What follows belongs to an exercise in optimizing a design on an open flow for small area; a production flow would make more cautious choices. Only simulation tests tie the RTL to the original design; equivalence was not proved. Power and IR drop assume default switching activity.

File: design.v
module processing_element # (
    parameter DATA_WIDTH = 8
)
(
    input       [4*DATA_WIDTH-1 : 0]    i_fmap  ,    
    input       [4*DATA_WIDTH-1 : 0]    i_weight,    
    input                   [3 : 0]     i_en    ,    
    output reg  [2*DATA_WIDTH-1 : 0]    o_sum
);
    integer r, i;
    reg [DATA_WIDTH-1 : 0] f, w;
    always @ (*) begin
        o_sum = 'h0;
        for (r = 0; r < 4; r = r + 1) begin
            f = i_fmap[r*DATA_WIDTH +: DATA_WIDTH] & {DATA_WIDTH{i_en[r]}};
            w = i_weight[r*DATA_WIDTH +: DATA_WIDTH];
            for (i = 0; i < DATA_WIDTH; i = i + 1)
                o_sum = o_sum + ({{DATA_WIDTH{1'b0}}, w & {DATA_WIDTH{f[i]}}} << i);
        end
    end
endmodule
module ws_systolic_array # (
    parameter DATA_WIDTH = 8
)
(
    input                           clk         ,
    input                           rstn        ,
    input                           i_start     ,
    input       [DATA_WIDTH-1 : 0]  i_w_col_1   ,    
    input       [DATA_WIDTH-1 : 0]  i_w_col_2   ,    
    input       [DATA_WIDTH-1 : 0]  i_w_col_3   ,    
    input       [DATA_WIDTH-1 : 0]  i_w_col_4   ,    
    input       [DATA_WIDTH-1 : 0]  i_f_row_1   ,    
    input       [DATA_WIDTH-1 : 0]  i_f_row_2   ,    
    input       [DATA_WIDTH-1 : 0]  i_f_row_3   ,    
    input       [DATA_WIDTH-1 : 0]  i_f_row_4   ,    
    output    [2*DATA_WIDTH-1 : 0]  o_p_col_1   ,    
    output    [2*DATA_WIDTH-1 : 0]  o_p_col_2   ,    
    output    [2*DATA_WIDTH-1 : 0]  o_p_col_3   ,    
    output    [2*DATA_WIDTH-1 : 0]  o_p_col_4        
);
    localparam DW = DATA_WIDTH;
    reg                 r_load;
    reg     [1 : 0]     r_cnt;
    always @ (posedge clk) begin
        if (!rstn) begin
            r_load <= 1'b0;
            r_cnt  <= 2'd0;
        end else if (r_load) begin
            r_cnt  <= r_cnt + 1'b1;
            if (r_cnt == 2'd3) r_load <= 1'b0;
        end else if (i_start) begin
            r_load <= 1'b1;
        end
    end
    wire z = r_load | ~rstn;     
    reg     [2 : 0]     r_clr;
    always @ (posedge clk)
        r_clr <= {r_clr[1:0], 1'b1} & {3{~z}};
    reg     [5 : 0]     r_shf;
    always @ (posedge clk) begin
        if (!rstn)          r_shf <= 6'd0;
        else if (!r_load)   r_shf <= {r_shf[4:0], 1'b1};
    end
    reg                 r_wok;
    always @ (posedge clk) begin
        if (!rstn)          r_wok <= 1'b0;
        else if (r_load)    r_wok <= 1'b1;
    end
    reg     [DW-1 : 0]  r_w [1:4][1:4];      
    wire    [DW-1 : 0]  w_in [1:4];
    assign w_in[1] = i_w_col_1;
    assign w_in[2] = i_w_col_2;
    assign w_in[3] = i_w_col_3;
    assign w_in[4] = i_w_col_4;
    integer r, c;
    always @ (posedge clk) begin
        if (r_load) begin
            for (c = 1; c <= 4; c = c + 1) begin
                r_w[1][c] <= w_in[c];
                for (r = 2; r <= 4; r = r + 1)
                    r_w[r][c] <= r_w[r-1][c];
            end
        end
    end
    reg     [DW-1 : 0]  r_f1 [1:6];
    reg     [DW-1 : 0]  r_f2 [1:5];
    reg     [DW-1 : 0]  r_f3 [1:4];
    reg     [DW-1 : 0]  r_f4 [1:3];
    always @ (posedge clk) begin
        if (!r_load) begin
            r_f1[1] <= i_f_row_1;  r_f1[2] <= r_f1[1];  r_f1[3] <= r_f1[2];
            r_f2[1] <= i_f_row_2;  r_f2[2] <= r_f2[1];  r_f2[3] <= r_f2[2];
            r_f3[1] <= i_f_row_3;  r_f3[2] <= r_f3[1];  r_f3[3] <= r_f3[2];
            r_f4[1] <= i_f_row_4;  r_f4[2] <= r_f4[1];  r_f4[3] <= r_f4[2];
        end
        r_f1[4] <= r_f1[3];  r_f1[5] <= r_f1[4];  r_f1[6] <= r_f1[5];
        r_f2[4] <= r_f2[3];  r_f2[5] <= r_f2[4];
        r_f3[4] <= r_f3[3];
    end
    wire    [5 : 0]     shf = r_shf;
    wire    [3 : 0]     live_row;                
    assign live_row[3] = ~z & r_wok;             
    assign live_row[2] = ~z & r_wok & r_clr[0];  
    assign live_row[1] = ~z & r_wok & r_clr[1];  
    assign live_row[0] = ~z & r_wok & r_clr[2];  
    wire    [DW-1 : 0]  tap [1:4][1:4];          
    wire    [3 : 0]     en  [1:4];               
    wire  [2*DW-1 : 0]  sum [1:4];
    assign tap[4][1] = i_f_row_4;
    assign tap[4][2] = r_f4[1];
    assign tap[4][3] = r_f4[2];
    assign tap[4][4] = r_f4[3];
    assign tap[3][1] = r_f3[1];
    assign tap[3][2] = r_f3[2];
    assign tap[3][3] = r_f3[3];
    assign tap[3][4] = r_f3[4];
    assign tap[2][1] = r_f2[2];
    assign tap[2][2] = r_f2[3];
    assign tap[2][3] = r_f2[4];
    assign tap[2][4] = r_f2[5];
    assign tap[1][1] = r_f1[3];
    assign tap[1][2] = r_f1[4];
    assign tap[1][3] = r_f1[5];
    assign tap[1][4] = r_f1[6];
    assign en[1] = live_row;
    assign en[2] = live_row & {shf[0], shf[1], shf[2], shf[3]};
    assign en[3] = live_row & {shf[1], shf[2], shf[3], shf[4]};
    assign en[4] = live_row & {shf[2], shf[3], shf[4], shf[5]};
    genvar gc;
    generate for (gc = 1; gc <= 4; gc = gc + 1) begin : g_col
        processing_element # (.DATA_WIDTH(DW)) u_mac (
            .i_fmap   ({tap[4][gc], tap[3][gc], tap[2][gc], tap[1][gc]}),
            .i_weight ({r_w[4][gc], r_w[3][gc], r_w[2][gc], r_w[1][gc]}),
            .i_en     (en[gc]),
            .o_sum    (sum[gc])
        );
    end endgenerate
    reg   [2*DW-1 : 0]  r_p [1:4];
    always @ (posedge clk) begin
        for (c = 1; c <= 4; c = c + 1)
            r_p[c] <= sum[c];
    end
    assign o_p_col_1 = r_p[1];
    assign o_p_col_2 = r_p[2];
    assign o_p_col_3 = r_p[3];
    assign o_p_col_4 = r_p[4];
endmodule
File: config.mk
export PLATFORM = sky130hd
export DESIGN_NAME = ws_systolic_array
export DESIGN_NICKNAME = ws_systolic_array
export VERILOG_FILES = /design/flow/design.v
export SDC_FILE = /design/flow/constraint.sdc
export NUM_CORES = 4
export LEC_CHECK = 0
export CAP_MARGIN = 20
export CORE_MARGIN = 2
export CORE_UTILIZATION = 40
export SLEW_MARGIN = 20
File: constraint.sdc
create_clock -name core_clock -period 7.5 [get_ports {clk}]
set_input_delay 1.5000 -clock core_clock [delete_from_list [all_inputs] [get_ports {clk}]]
set_output_delay 1.5000 -clock core_clock [all_outputs]
set_load 0.01 [all_outputs]
File: run.sh
#!/bin/bash
# synth_recipe.tcl (not shown) runs the flow's synth.tcl, then flattens the netlist and writes it again
# the make line also repeats each setting of config.mk as NAME=value (left out here)
make -C /OpenROAD-flow-scripts/flow DESIGN_CONFIG=/design/flow/config.mk WORK_HOME=/design/flow/orfs CLKGATE_MAP_FILE= SYNTH_SCRIPT=/design/flow/synth_recipe.tcl finish
==> notes.md <==
-- final cells by class --
| class | count | area, µm² | area share (%) |
|---|---|---|---|
| diodes | 1 | 2.502 | 0.005113 |
| clock buffers | 57 | 1241 | 2.536 |
| clock inverters | 26 | 425.4 | 0.8692 |
| inverters | 943 | 3542 | 7.237 |
| multi-input cells | 2480 | 28400 | 58.02 |
| flip-flops and latches | 349 | 9233 | 18.86 |
| well taps | 1368 | 1712 | 3.497 |
| repair buffers | 516 | 4393 | 8.975 |
-- cell usage after synthesis, drive strengths merged --
master,count
inv,943
fa,880
nand2,528
and3,324
edfxtp,224
ha,213
and2,212
dfxtp,125
buf,118
nand3,96
xnor2,66
clkbuf,41
nor2,37
a21oi,21
o21ai,20
nor2b,17
xor2,14
a21o,11
nor3,8
mux2i,6
o21a,6
o41ai,6
a21boi,5
a2bb2oi,2
o311ai,2
or2,2
or4,2
a211oi,1
and4,1
-- worst paths after layout --
check	startpoint	end	slack (ps)	depth (start not counted)
worst max-delay path	rstn	r_p[3][14]$_DFF_P_	-1060	30
worst min-delay path	r_f2[4][1]$_DFF_P_	r_f2[5][1]$_DFF_P_	370	0
worst max register to register	r_load$_SDFF_PN0_	r_p[3][14]$_DFF_P_	-410	29
worst min register to register	r_f2[4][1]$_DFF_P_	r_f2[5][1]$_DFF_P_	370	0
-- sequential cells by signal, indices dropped and copies added, names as in the netlist, 3 cells and up --
| signal | count |
|---|---|
| r_w | 128 |
| r_p | 64 |
| r_f1 | 48 |
| r_f2 | 40 |
| r_f3 | 32 |
| r_f4 | 24 |
| r_shf | 6 |
| r_clr | 3 |
-- repair_timing --
item	in CTS	in global routing
setup endpoints to repair	36	36
buffers inserted	25	11
gates resized for setup	74	63
pin swaps	64	54
endpoints found under the hold margin	0	0
hold buffers	0	0
-- worst reg2reg max path: cells and delay by family (launching register included) --
| kind | cells | cell delay, ps |
|---|---|---|
| AO/OA/AOI/OAI | 7 | 1060 |
| XOR/XNOR | 2 | 330 |
| adder cells (fa/ha/maj) | 10 | 4420 |
| buffers and inverters | 5 | 440 |
| flip-flops | 1 | 350 |
| AND/OR/NAND/NOR | 5 | 1160 |
-- per-stage QoR --
step / cell area, µm² / hold WS (ps) / setup TNS [ps] / power [mW] / util, %
floorplan: 41540 / 323.0 / -28050 / 2.588 / -
global placement: 46490 / 349.7 / -61800 / 2.967 / 45.56
detailed placement: 46490 / 361.6 / -65430 / 2.970 / 45.56
CTS: 48660 / 377.3 / -24400 / 5.469 / 47.69
global route: 48940 / 374.4 / -29210 / 5.606 / 47.97
finish: 48940 / 374.4 / -20630 / 5.406 / 47.97
-- cell usage in the layout (no fill, tap or decap), types with 31 or more instances in the layout --
cell                              count
sky130_fd_sc_hd__inv_1              925
sky130_fd_sc_hd__fa_1               849
sky130_fd_sc_hd__nand2_1            527
sky130_fd_sc_hd__buf_4              359
sky130_fd_sc_hd__and3_1             314
sky130_fd_sc_hd__edfxtp_1           224
sky130_fd_sc_hd__and2_1             196
sky130_fd_sc_hd__ha_1               194
sky130_fd_sc_hd__clkdlybuf4s50_1    129
sky130_fd_sc_hd__dfxtp_1            124
sky130_fd_sc_hd__nand3_1             95
sky130_fd_sc_hd__xnor2_1             59
sky130_fd_sc_hd__clkbuf_16           45
sky130_fd_sc_hd__nor2_1              34
sky130_fd_sc_hd__fa_2                31
-- power groups by stage --
stage | Sequential [mW] | Clock (mW) | Combinational [mW]
2_1_floorplan | 2.38 | 0 | 0.203
3_3_place_gp | 2.52 | 0 | 0.452
3_5_place_dp | 2.52 | 0 | 0.454
4_1_cts | 2.48 | 2.52 | 0.472
5_1_grt | 2.50 | 2.59 | 0.519
6_report | 2.48 | 2.45 | 0.474
-- per-layer routing --
metal | GRT usage [%] | routed length (µm) | up-vias
li1 | - | - | 12550
met1 | 30.23 | 47500 | 14470
met2 | 35.84 | 53620 | 873
met3 | 3.061 | 7194 | 148
met4 | 5.364 | 2660 | 0
met5 | 0 | 0 | -
-- cell families after synthesis --
logic type / share of synthesized area [%]
fa+ha+maj: 49.18
mux: 0.1456
xor+xnor: 1.699
compound gates: 1.138
buf+inv: 10.53
simple gates: 14.93
flops: 22.38
==> summary.md <==
The flow ran to the end, but the layout failed its checks. The layout checks failed on setup timing. The first detailed-routing pass ran for 6 iterations. For the maximum frequency from static timing analysis, the log shows 116.9 MHz. The run gives 32 as the number of failing setup endpoints in the final timing report. The type of the tightest min-delay check is reg -> reg. The number of warnings issued by yosys is 14.

The largest individual stage delay along the critical path comes from the cell sky130_fd_sc_hd__fa_1. The logs give 176.7 mm for the wire length of the first global-routing pass and 44.13% for the worst relative slew slack. The synthesized flop and latch total was 349. For the worst setup path, the data arrival time is 9050 ps.

The worst slack at placement was -2224 ps. The tools report the total count of hold-check failures in the final report as 0. The synthesized design spends more area on one cell type than any other, namely sky130_fd_sc_hd__fa_1.

The final route contains 28.04k vias. The die covers 0.1057 mm². The floorplan step set the die height to 325.1 µm. Internal power comes to 3.911 mW. The root buffer cell is sky130_fd_sc_hd__clkbuf_16. The synthesized netlist occupies a cell area of 0.04124 mm². For the global-route usage over all layers, the log shows 21.72%. The fraction of final layout cells sized beyond drive strength 1 was 14.14%; the number of maximum-capacitance violations was 0.

The number of different library cells used by synthesis comes to 40. The static leakage power came out at 22.77 nW. Once placement completed, the tool counted placed cells totaling 5,626. The tools report the power dissipated by switching net loads as 1.495 mW. VDD sags by at most 0.1688 mV. In the final routed layout, each cell accounts on average for 19.33 µm.

For the number of top-level pins, the log shows 131. The later pin in the worst-skew pair is clocked with a latency of 660 ps. The tools report the total number of placement rows as 117. The initial antenna violation count came out at 4. The final worst clock skew was 66.17 ps; the data required time at the worst endpoint was 7990 ps.

For this run, the post-layout net count is 5,495. The logs give 5,740 for the final non-filler cell total and 0 for the number of routed nets with antenna violations. The post-synthesis sequential area ratio was 22.38%; the worst-case clock buffer depth was 3. CTS built an H-tree with a depth of 2.

Fraction of power spent switching nets: 27.65%. Dividing total power by cell area gives a power density of 110.5 mW/mm². The setup path with the least slack is of type in -> reg. The final cycle utilization of the critical path is 114.1%, and the share of the synthesized area in the top cell type is 42.72%.

The initial core utilization was 40.42%. The logs give 9,538 for the filler cell count in the final layout and 0 for the number of slew-limit violations in the final report. The floorplan step set the die width to 325.1 µm. The aggregate global routing overflow is 0.

Setup repair after global routing could not meet its margin everywhere. The cell family contributing the most delay on the critical path is adder cells. After detailed routing, the number of remaining DRC violations is 0. Clock group share of total power: 45.3%. The relative contribution of combinational cells to total power is 8.8%. The TritonCTS sink count was 349. The routed design has 111.0 mm of wire. The tools report the area of the core as 0.1020 mm². The number of DRC markers after the initial detailed-route iteration was 1,937; the clock-pin transition on the worst setup and hold timing paths was 60 ps.

From synthesis to final layout, the design area changed by 18.68%. The per-cell via count in the routed design was 4.885. The tools report the type of element launching the critical path as a primary input.

The biggest cell delay along the critical path is 570 ps. The number of global-route vias before repair was 30.33k. The transition at the pin with the smallest max-transition slack came out at 838.1 ps. The tools report the sum of net half-perimeters after detailed placement as 93.12 mm. Counting stages on the worst path, the most repeated cell is sky130_fd_sc_hd__fa_1. The post-route worst setup slack was -1057 ps; the pin count of the biggest net entering global routing was 85. The worst path in the final design needs a cycle of 8557 ps, including I/O delays and setup. Sorting the synthesized cells by area gives the leading types as sky130_fd_sc_hd__fa_1 43%, sky130_fd_sc_hd__edfxtp_1 16%, sky130_fd_sc_hd__inv_1 8.6%. The number of clock buffers inserted by TritonCTS was 45; the average footprint of a synthesized cell was 10.49 µm². In this run the worst path has a maximum fanout of 4.

The logs give 5,091 for the synthesized netlist net count and 3,931 for the gate count after technology mapping. Input and output buffers added on the ports amount to 130. Counting both buffers and inverters, the worst setup path holds a total of 6. Per report_power, the sequential group accounts for 45.9% of the total. The worst setup path is captured at a register. TritonCTS built the clock tree.

The congestion estimate from routability-driven global placement came to 0.9220.

==> what the ideal ports hide <==
The results above use ideal ports. As a check the final layout listed here was re-extracted and re-timed, cells and wires unchanged.
Step 1 (the two cells are an assumption about what drives the block):
set clk [get_ports {clk}]
set_driving_cell -lib_cell sky130_fd_sc_hd__clkbuf_16 $clk
set_driving_cell -lib_cell sky130_fd_sc_hd__buf_2 [delete_from_list [all_inputs] $clk]
Step 2 moves the port delays by t, midway between the first and last clock arrival at a register: inputs arrive t later, outputs are due t later. That takes back most of the time a late clock gives input paths.
a / b / c = ideal ports / drivers / drivers and shift; a / b = the first two.
t (ns): 0.701
slack for setup (ns): -1.057 / -1.057 / -1.758
clock arrival spread, ns: 0.066 / 0.066
worst slew at a driven data input, ns: 0.08
cell pins on the clock port's net: 1
For this run, drivers alone change the setup slack by 0.000 ns; drivers and shift together by -0.701 ns.
